What follows belongs to an exercise in optimizing a design on an open flow for small area; a production flow would make more cautious choices.
The RTL was checked by simulation tests, not by an equivalence proof against the original design.
The clock port is modelled as an ideal driver; clocking choices that lean on that would not hold on a real chip.
No activity file was given, so power comes from the tool's default toggle rates.

==> flow/design.v (excerpt) <==
module vga_ycbcr
	(
	input           clk,
	input           reset_n,
	input  [23:0]   i_rgb,
	output [11:0]   o_hcount,
	output [11:0]   o_vcount,
	output [7:0]    o_y,
	output [7:0]    o_cb,
	output [7:0]    o_cr,
	output          o_hs,
	output          o_vs,
	output          o_de
	);
wire vga_hs, vga_vs, vga_de;
vga_ctl U_VGA(
	.pix_clk(clk),
	.reset_n(reset_n),
	.hcount(o_hcount),
	.vcount(o_vcount),
	.VGA_HS(vga_hs),
	.VGA_VS(vga_vs),
	.VGA_DE(vga_de)
	);
rgb_to_ycbcr U_YCBCR(
	.clk(clk),
	.i_rgb(i_rgb),
	.i_h_sync(vga_hs),
	.i_v_sync(vga_vs),
	.i_data_en(vga_de),
	.o_y_8b(o_y),
	.o_cb_8b(o_cb),
	.o_cr_8b(o_cr),
	.o_h_sync(o_hs),
	.o_v_sync(o_vs),
	.o_data_en(o_de)
	);
endmodule
For scale: about 140 flip-flops, ~77 I/O pins, about 6700 sq um of cells after synthesis.
make LEC_CHECK=0 CAP_MARGIN=20 CORE_MARGIN=2 CORE_UTILIZATION=40 CTS_BUF_LIST=sky130_fd_sc_hd__clkbuf_8 CTS_CLUSTER_DIAMETER=100 CTS_CLUSTER_SIZE=30 SLEW_MARGIN=20 finish   # period 10.0 ns
run.sh (not shown) runs the stock make flow with config.mk's settings and CLKGATE_MAP_FILE= SYNTH_SCRIPT=/design/flow/synth_recipe.tcl, a recipe that flattens the netlist after the stock synthesis.
The starting point ran to the end with no violations.
Next try:
CTS_BUF_LIST = unset   (was sky130_fd_sc_hd__clkbuf_8)
CTS_CLUSTER_DIAMETER = unset   (was 100)
CTS_CLUSTER_SIZE = unset   (was 30)
The new run finished clean.
Hold slack hardly moves.
Final cell count is unchanged.
Combinational power is about the same.
Wire length hardly moves.
Critical path depth does not change.
Core utilization came out higher by 1.2 points.
Cell area came out higher by a few percent.
Flip-flop and latch count stays the same.
Setup slack improves by 0.0068 ns.

* * *

Setup of before:
Another version of the RTL of vga_ycbcr (not shown whole).
Size in the first run: about 77 I/O pins.
==> flow/config.mk <==
export PLATFORM = sky130hd
export DESIGN_NAME = vga_ycbcr
export DESIGN_NICKNAME = vga_ycbcr
export VERILOG_FILES = /design/flow/design.v
export SDC_FILE = /design/flow/constraint.sdc
export NUM_CORES = 4
export LEC_CHECK = 0
export CAP_MARGIN = 20
export CORE_MARGIN = 2
export CORE_UTILIZATION = 65
export SLEW_MARGIN = 20
export SYNTH_HIERARCHICAL = 1
==> flow/constraint.sdc <==
create_clock -name core_clock -period 10.0 [get_ports {clk}]
set_input_delay 2.0000 -clock core_clock [delete_from_list [all_inputs] [get_ports {clk}]]
set_output_delay 2.0000 -clock core_clock [all_outputs]
set_load 0.01 [all_outputs]
standard.sh (not shown) runs the stock make flow with config.mk's settings and CLKGATE_MAP_FILE= SYNTH_SCRIPT=/design/flow/synth_recipe.tcl, a recipe that flattens the netlist after the stock synthesis.
==> flow/flow/run.sh <==
#!/bin/bash
# Layout flow: the standard synthesis, a netlist clean-up (flow/fixinv.py:
# same logic function, same registers) that removes inverters around full
# adders and gives combinational cells their smallest drive strength, then
# the standard ORFS flow with the ports buffered by the smallest buffer and a
# clock tree without dummy loads whose leaf buffers are sized to the slew
# (flow/post_cts.tcl).
set -euo pipefail
R=orfs/results/${FLOW_PLATFORM}/vga_ycbcr/base
LIB=$FLOW_HOME/platforms/${FLOW_PLATFORM}/lib/sky130_fd_sc_hd__tt_025C_1v80.lib

bash standard.sh synth > synth.log 2>&1

cp $R/1_2_yosys.v yosys_netlist.v
python3 flow/fixinv.py yosys_netlist.v $R/1_2_yosys.v $LIB > fixinv.log 2>&1
rm -f $R/1_synth.odb $R/1_synth.sdc

export BUFFER_PORTS_ARGS="-buffer_cell sky130_fd_sc_hd__buf_1"
export CTS_ARGS="-sink_clustering_enable -repair_clock_nets -dont_use_dummy_load -buf_list sky130_fd_sc_hd__clkbuf_4 -root_buf sky130_fd_sc_hd__clkbuf_4"
export POST_CTS_TCL=$PWD/flow/post_cts.tcl
bash standard.sh finish > layout.log 2>&1
==> flow/flow/post_cts.tcl <==
set_propagated_clock [all_clocks]
# After clock tree synthesis: every clock buffer that drives flip-flops
# starts at clkbuf_2; one whose flip-flop clock pins see a slew over 115 ps
# (estimated from placement) is replaced by the next stronger clkbuf, and
# the placement legalized again.
set ::clkbuf_next {sky130_fd_sc_hd__clkbuf_1 sky130_fd_sc_hd__clkbuf_2 sky130_fd_sc_hd__clkbuf_2 sky130_fd_sc_hd__clkbuf_4 sky130_fd_sc_hd__clkbuf_4 sky130_fd_sc_hd__clkbuf_8 sky130_fd_sc_hd__clkbuf_8 sky130_fd_sc_hd__clkbuf_16 sky130_fd_sc_hd__clkbuf_16 sky130_fd_sc_hd__clkbuf_16}
proc leaf_clock_buffers { } {
  set bufs {}
  foreach pin [get_pins -hierarchical */CLK] {
    set net [get_nets -of_objects $pin]
    foreach drv [get_pins -of_objects $net -filter "direction==output"] {
      set inst [get_cells -of_objects $drv]
      if { [string match "sky130_fd_sc_hd__clkbuf_*" [get_property $inst ref_name]] } {
        dict set bufs [get_full_name $inst] 1
      }
    }
  }
  return [dict keys $bufs]
}
proc upsize_slow_clock_buffers { limit } {

  estimate_parasitics -placement
  set bufs {}
  foreach pin [get_pins -hierarchical */CLK] {
    if { [get_property $pin slew_max] <= $limit } { continue }
    set net [get_nets -of_objects $pin]
    foreach drv [get_pins -of_objects $net -filter "direction==output"] {
      set inst [get_cells -of_objects $drv]
      dict set bufs [get_full_name $inst] [get_property $inst ref_name]
    }
  }
  set n 0
  dict for {name ref} $bufs {
    if { ![dict exists $::clkbuf_next $ref] } { continue }
    set next [dict get $::clkbuf_next $ref]
    if { $next ne $ref } {
      replace_cell [get_cells $name] $next
      incr n
    }
  }
  return $n
}
foreach name [leaf_clock_buffers] {
  replace_cell [get_cells $name] sky130_fd_sc_hd__clkbuf_2
}
for {set i 0} {$i < 4} {incr i} {
  set n [upsize_slow_clock_buffers 0.115]
  puts "upsized $n clock buffers"
  if { $n == 0 } { break }
}
detailed_placement
estimate_parasitics -placement
Other scripts of this flow, unchanged in this note and not shown: flow/flow/fixinv.py
The following lists how after was set up differently from before:
--- a/flow/flow/post_cts.tcl
+++ b/flow/flow/post_cts.tcl
@@ -5,3 +5,3 @@
 # the placement legalized again.
-set ::clkbuf_next {sky130_fd_sc_hd__clkbuf_1 sky130_fd_sc_hd__clkbuf_2 sky130_fd_sc_hd__clkbuf_2 sky130_fd_sc_hd__clkbuf_4 sky130_fd_sc_hd__clkbuf_4 sky130_fd_sc_hd__clkbuf_8 sky130_fd_sc_hd__clkbuf_8 sky130_fd_sc_hd__clkbuf_16 sky130_fd_sc_hd__clkbuf_16 sky130_fd_sc_hd__clkbuf_16}
+set clkbuf_next {sky130_fd_sc_hd__clkbuf_1 sky130_fd_sc_hd__clkbuf_2 sky130_fd_sc_hd__clkbuf_2 sky130_fd_sc_hd__clkbuf_4 sky130_fd_sc_hd__clkbuf_4 sky130_fd_sc_hd__clkbuf_8 sky130_fd_sc_hd__clkbuf_8 sky130_fd_sc_hd__clkbuf_16 sky130_fd_sc_hd__clkbuf_16 sky130_fd_sc_hd__clkbuf_16}
 proc leaf_clock_buffers { } {
@@ -20,3 +20,3 @@
 proc upsize_slow_clock_buffers { limit } {
-
+  global clkbuf_next
   estimate_parasitics -placement
@@ -33,4 +33,4 @@
   dict for {name ref} $bufs {
-    if { ![dict exists $::clkbuf_next $ref] } { continue }
-    set next [dict get $::clkbuf_next $ref]
+    if { ![dict exists $clkbuf_next $ref] } { continue }
+    set next [dict get $clkbuf_next $ref]
     if { $next ne $ref } {
==> comparison <==
From before to after, final estimated routing congestion in global placement did not move at all. For after, the flow was terminated by a tool error in clock tree synthesis (4_1_cts) and produced no final design. before → after: placement row count now sits at about the same level; overall die height now sits at about the same level; placement-stage cell area now sits at about the same level. Reported for before and after, placed wire-length estimate after detailed placement turned out identical to the last digit. Count of buffers from port buffering came out exactly the same in before and after. Diff before -> after: synthesized cell count flat, synthesized area was more or less identical.

[separate check: timing with driven ports]
The results above use ideal ports. As a check the final layouts listed here were re-extracted and re-timed, cells and wires unchanged.
Step 1: set_driving_cell puts a clkbuf_16 on clk and a buf_2 on each other input, an assumption about the parent block.
Step 2, shift: input delay + t, output delay - t, t = (earliest + latest rising clock arrival at the registers) / 2. This alone moves slack from input paths to output paths.
Slacks: ideal ports / drivers / drivers and shift; pairs: ideal ports / drivers.
run | shift t [ns] | setup WS [ns] | clock arrival spread, ns
the first run of note 1 | 0.475 | 2.557 / 2.557 / 2.557 | 0.012 / 0.013
the second run of note 1 | 0.455 | 2.564 / 2.564 / 2.564 | 0.009 / 0.010
before | 0.512 | 1.434 / 1.434 / 1.434 | 0.047 / 0.047
After both steps every run listed still meets setup and hold.
